This is an optimization exercise on Yosys and OpenROAD, whose aim is small area and a short achievable clock period, not a production implementation.
No run shown here included a check of the RTL's function; only the layout flow was run.
Power and IR drop assume default switching activity.

==> flow/design.v (outline; a module is shown in full before it is edited, if it fits) <==
// module alu_inv: 3 lines
// module alu_nand2: 3 lines
// module alu_nor2: 3 lines
// module alu_and2: 3 lines
// module alu_xor2: 3 lines
// module alu_xnor2: 3 lines
// module alu_aoi21: 3 lines
// module alu_oai21: 3 lines
// module alu_aoi22: 3 lines
// module alu_aoi222: 3 lines
// module alu_nand3: 3 lines
// module alu_nand4: 3 lines
// module alu_maj3: 3 lines
// module ALU: 1243 lines
module ALU(
    input [31:0] rs1,
    input [31:0] rs2,
    input clk,
    input [3:0] sel,
    output reg [31:0] out
);
  // ...
==> flow/flow/run.sh <==
#!/bin/bash
# Standard layout with two changes: plain buf_1 cells as the port buffers, and
# every synthesized cell swapped for its smallest size before placement (the
# resizer sizes up again where needed).
set -euo pipefail
export BUFFER_PORTS_ARGS="-buffer_cell sky130_fd_sc_hd__buf_1"
export POST_FLOORPLAN_TCL="$PWD/flow/downsize.tcl"
bash standard.sh finish > make_finish.log 2>&1
==> flow/flow/downsize.tcl <==
# Swap every cell for the smallest cell of the same function (the same name
# without its drive-strength suffix); the resizer's repair steps that follow
# size up again where slew, capacitance or timing need it.
set dont_use [split $::env(DONT_USE_CELLS)]
set smallest [dict create]
foreach lc [get_lib_cells sky130_fd_sc_hd__*] {
  set n [get_name $lc]
  if {[lsearch -exact $dont_use $n] >= 0} { continue }
  if {![regexp {^(.+)_([0-9]+)$} $n -> fam drv]} { continue }
  set a [get_property $lc area]
  if {![dict exists $smallest $fam] || $a < [lindex [dict get $smallest $fam] 1]} {
    dict set smallest $fam [list $n $a]
  }
}
set count 0
foreach inst [get_cells *] {
  set lc [get_lib_cells -of_objects $inst]
  set n [get_name $lc]
  if {![regexp {^(.+)_([0-9]+)$} $n -> fam drv]} { continue }
  if {![dict exists $smallest $fam]} { continue }
  lassign [dict get $smallest $fam] best a
  if {$best ne $n && $a < [get_property $lc area]} {
    replace_cell $inst $best
    incr count
  }
}
puts "downsize.tcl: replaced $count cells"
==> flow/standard.sh <==
#!/bin/bash
# synth_recipe.tcl (not shown) runs the flow's synth.tcl, then flattens the netlist and writes it again
# the make line also repeats each setting of config.mk as NAME=value (left out here)
make -C /OpenROAD-flow-scripts/flow DESIGN_CONFIG=/design/flow/config.mk WORK_HOME=/design/flow/orfs CLKGATE_MAP_FILE= SYNTH_SCRIPT=/design/flow/synth_recipe.tcl "${@:-finish}"
==> flow/config.mk <==
export PLATFORM = sky130hd
export DESIGN_NAME = ALU
export DESIGN_NICKNAME = ALU
export VERILOG_FILES = /design/flow/design.v
export SDC_FILE = /design/flow/constraint.sdc
export NUM_CORES = 4
export LEC_CHECK = 0
export CAP_MARGIN = 20
export CORE_MARGIN = 2
export CORE_UTILIZATION = 40
export SETUP_SLACK_MARGIN = 1.2
export SLEW_MARGIN = 20
export SYNTH_HIERARCHICAL = 1
==> flow/constraint.sdc <==
create_clock -name core_clock -period 5.0 [get_ports {clk}]
set_input_delay 1.0000 -clock core_clock [delete_from_list [all_inputs] [get_ports {clk}]]
set_output_delay 1.0000 -clock core_clock [all_outputs]
set_load 0.01 [all_outputs]
==> impl_metrics.yaml, run 1 <==
pwr:
  total_power_uw: 1496
  peakVddDrop_v: 0.0001346
  switchingPower_uw: 670.6
synth:
  synthDistinctLibCells: 25
  synth-simple-area-share: 0.1227
  syn_nets: 734
  syn_area_per_cell_um2: 9.201
layout:
  reg_top3: "out (32)"
  final_cells: 997
  regArea_um2: 640.6
  nClkBuffers: 6
  seq_share: 0.1057
  diodes: 0
  largest_reg_flops: 32
  clk_share: 0.02456
  area_delta_synth_final_pct: -0.8997
critical_path:
  r2r-end: "out[0]$_DFF_P_"
  critPathBufInv: 2
  cp_max_fo: 32
die:
  rows: 45
  core-area_um2: 15090
  die_y_um: 127.7
status:
  status: "no timing/DRC/antenna violations"
place:
  placed_area_um2: 5579
worst_hold_path:
  hp-class: "flip-flop to flip-flop"
  whs_path_depth: 2
global_route:
  top_usage_layer: "met2"
  grt_overflow: 0
  grt_use_met1: 0.3149
sta:
  fmax_mhz: 271.2
  hold_violations: 0
clocking:
  postCtsHoldBufs: 0
  clk_pin_slew_ns: 0.06
detailed_routing:
  drtAntennaViolNets: 0
  vias: 6356
==> run 2: changes to the inputs <==
--- a/flow/config.mk
+++ b/flow/config.mk
@@ -8,6 +8,6 @@
 export CAP_MARGIN = 20
 export CORE_MARGIN = 2
 export CORE_UTILIZATION = 40
-export SETUP_SLACK_MARGIN = 1.2
+export SETUP_SLACK_MARGIN = 1.8
 export SLEW_MARGIN = 20
 export SYNTH_HIERARCHICAL = 1
==> run 2 against run 1 <==
Still clean; clock skew unchanged; non-clock buffer count increased by 74; die area unchanged; hold slack got worse by 0.0029 ns; total power increased by 19%; register-to-register slack got worse by 0.06 ns; sequential share of layout area decreased by 2.4 points; design area increased by 29%; first-iteration DRC count increased by 0.29%; global-route usage increased by 3.2 points; largest cell class unchanged; largest power group unchanged; highest routed layer unchanged.
==> impl_metrics.yaml, run 2 <==
status:
  status: "no timing/DRC/antenna violations"
die:
  die_area_um2: 16300
  start_util: 0.4055
  io_pins: 101
  die_y_um: 127.7
  rows: 45
  core-area_um2: 15090
  die_w_um: 127.7
layout:
  final_common_cell: "a22oi_1"
  final_cells: 1075
  final_cell_mix: "a22oi_1 (114), a22oi_2 (110), buf_1 (96), buf_4 (93), nand2_1 (51)"
  nNetsFinal: 955
  drive_gt1_frac: 0.3811
  reg_top3: "out (32)"
  largest_reg_flops: 32
  regMostFlops: "out"
  fill_cells: 1412
  diodes: 0
  area_delta_synth_final_pct: 28.04
critical_path:
  cp-start-kind: "primary input"
  end_kind: "flip-flop"
  cp_max_fo: 4
  critical_path_arrival_ns: 3.50
  cp.required_ns: 5.16
  path_class: "primary input to flip-flop"
synth:
  yosysMostFrequentCell: "a22oi_2"
  synthTopCellsByCount: "a22oi_2 (224), xor2_1 (80), nand2_1 (59)"
  syn_nets: 734
  synth-edff-count: 0
  yosysTopAreaCellShare: 0.4581
  ys_ff_latch: 32
  dominantRegCellSynth: "dfxtp_1"
  yosys-top-cells-area: "a22oi_2 (46%), xor2_1 (11%), dfxtp_1 (10%)"
  ys.warnings.count: 7
  ys_async_sr_fraction: 0
  synthesis.area_um2: 6118
  yosysTopAreaCell: "a22oi_2"
  ys_seq_area_frac: 0.1047
  syn_inst: 665
  syn_area_per_cell_um2: 9.201
  synthDistinctLibCells: 25
detailed_routing:
  firstDrtPassIters: 8
  vias: 6964
  viasPerCell: 6.478
  drc_errors: 0
  drtIter0Drc: 1050
  routed_wl_um: 22670
  drtAntennaViolNets: 0
  wl_per_cell_um: 21.09
pwr:
  peakVddDrop_v: 0.0001403
  power_frac_seq: 0.191
  combPwrFrac: 0.621
  p_leak_uw: 0.002868
  power.density_nw_per_um2: 226.8
  switchingPower_uw: 798.6
  intPower_uw: 977.8
  total_power_uw: 1776
  switching_share: 0.4495
  clockPowerShare: 0.188
clocking:
  clk_pin_slew_ns: 0.06
  postCtsHoldBufs: 0
  cts_tree: "built"
  clockBufferDepth: 2
  clk_latency_ns: 0.30
  cts.sinks: 32
  cts_max_level: 2
  numCtsBuffers: 5
  root_buffer: "clkbuf_16"
sta:
  worstMarginPinSlew_ns: 1.160
  rsz0062_at_grt: "yes"
  fin_crit_sh: 0.6683
  finalSetupViolations: 0
  slew_headroom: 0.2261
  min_period_ns: 3.341
  slew_viol_final: 0
  fin_skew_ns: 0
  fin_setup_tns_ns: 0
  fmax_mhz: 299.3
  hold_violations: 0
global_route:
  antenna_found_initial: 0
  grt_pass1_vias: 6225
  grt_pass1_wl_um: 32910
  grt_overflow: 0
  grtUsageTotal: 0.2539
  grt_max_degree: 35
place:
  placedCellCount: 970
  numPortBuffers: 100
  gp_congestion: 0.9501
  dp_hpwl_um: 13920
flow_run:
  drv_cap: 0
worst_hold_path:
  hp-class: "flip-flop to flip-flop"
## run 2: cell counts after synthesis
Identical to the previous run, type by type.
## run 2: worst paths after layout
path	cells after the start	endpoint	start	slack, ns
max reg2reg	2	out[0]$_DFF_P_	out[0]$_DFF_P_	4.06
max	17	out[0]$_DFF_P_	sel[2]	1.66
min reg2reg	2	out[18]$_DFF_P_	out[18]$_DFF_P_	0.51
min	2	out[18]$_DFF_P_	out[18]$_DFF_P_	0.51
## run 2: stage by stage
| step | setup WS, ns | hold slack, ns | cell area, µm² | util |
|---|---|---|---|---|
| floorplan | 0.5281 | 0.5555 | 6148 | - |
| global placement | 0.6976 | 0.5009 | 5579 | 0.3697 |
| detailed placement | 0.6564 | 0.5020 | 5579 | 0.3697 |
| CTS | 1.751 | 0.5140 | 6998 | 0.4638 |
| global route | 1.576 | 0.5283 | 7834 | 0.5192 |
| finish | 1.659 | 0.5092 | 7834 | 0.5192 |
## run 2: routing by layer
layer	track usage	routed length (µm)
met2	0.3882	10170
met1	0.3426	9280
met5	0	0
met3	0.05927	2241
met4	0.1086	983
## run 2: final cells by class
type	instances	area [µm²]	share of cell area
multi-input combinational	597	5215	0.6657
clock buffer	6	138.9	0.01773
sequential	32	640.6	0.08178
timing repair buffer	208	1391	0.1776
clock inverter	2	10.01	0.001278
tap	188	235.2	0.03003
inverter	36	157.7	0.02012
timing repair inverter	6	45.04	0.005750
## run 2: critical path, stage by stage
cell	delay, ns
buf_8	0.10
nor2_4	0.12
buf_6	0.11
o21a_4	0.25
xor2_4	0.20
maj3_2	0.25
a21oi_2	0.07
o21ai_2	0.22
a21oi_1	0.09
buf_4	0.16
o21ai_4	0.15
buf_6	0.16
a21oi_2	0.07
o21bai_1	0.15
a22o_1	0.18
nand3_1	0.08
nand4_1	0.11
## run 2: power by group through the flow
stage | logic [µW] | registers, µW | clock network, µW
final | 1100 | 339 | 334
after global routing | 1180 | 344 | 349
after CTS | 956 | 338 | 340
after detailed placement | 745 | 344 | 0
after global placement | 744 | 344 | 0
after floorplan | 655 | 365 | 0
## run 2: per-module statistics from Yosys, one instance, submodules excluded, a selection
| module | flip-flops and latches | cell area, µm² | copies in the design |
|---|---|---|---|
| alu_inv | 0 | 3.754 | 30 |
| alu_aoi21 | 0 | 8.758 | 46 |
| alu_and2 | 0 | 6.256 | 32 |
| alu_aoi222 | 0 | 10.01 | 32 |
| alu_nand2 | 0 | 3.754 | 59 |
| alu_nor2 | 0 | 3.754 | 22 |
| alu_maj3 | 0 | 11.26 | 1 |
| alu_xnor2 | 0 | 8.758 | 16 |
| alu_aoi22 | 0 | 12.51 | 224 |
| alu_nand4 | 0 | 6.256 | 1 |
| alu_xor2 | 0 | 8.758 | 80 |
| alu_nand3 | 0 | 5.005 | 31 |
| alu_oai21 | 0 | 5.005 | 34 |
## run 2: cells by family after synthesis
group | Yosys count | synth area share
buf+inv | 37 | 0.02393
xor+xnor | 97 | 0.1389
simple gates | 159 | 0.1227
flops | 32 | 0.1047
fa+ha+maj | 1 | 0.001840
compound gates | 339 | 0.6080
## run 2: repair_timing
item / in CTS / in global routing
hold endpoints to repair: 0 / 0
resized for setup: 137 / 131
pin swaps: 36 / 40
setup endpoints to repair: 32 / 32
gates cloned: 8 / 2
buffers inserted: 66 / 21

==> afterwards: timing with drivers on the ports <==
No port has a modelled driver above. Below, the same layouts with a new extraction and two added sets of constraints.
Step 1, drivers: a clkbuf_16 drives clk and a buf_2 each remaining input, both assumed.
Step 2, shift: input delay + t, output delay - t, t = (earliest + latest rising clock arrival at the registers) / 2. This alone moves slack from input paths to output paths.
Slacks: ideal ports / drivers / drivers and shift; pairs: ideal ports / drivers.
run	t, ns	slack for setup (ns)	worst data-port slew with drivers (ns)	cell pins on the clock port's net
run 1	0.339	1.312 / 1.332 / 0.993	0.04	1
run 2	0.341	1.659 / 1.661 / 1.320	0.05	1
After both steps setup and hold are still met in every run listed. The setup slack of run 2, which loses most, moves by +0.002 ns with the drivers and by -0.339 ns with both steps.
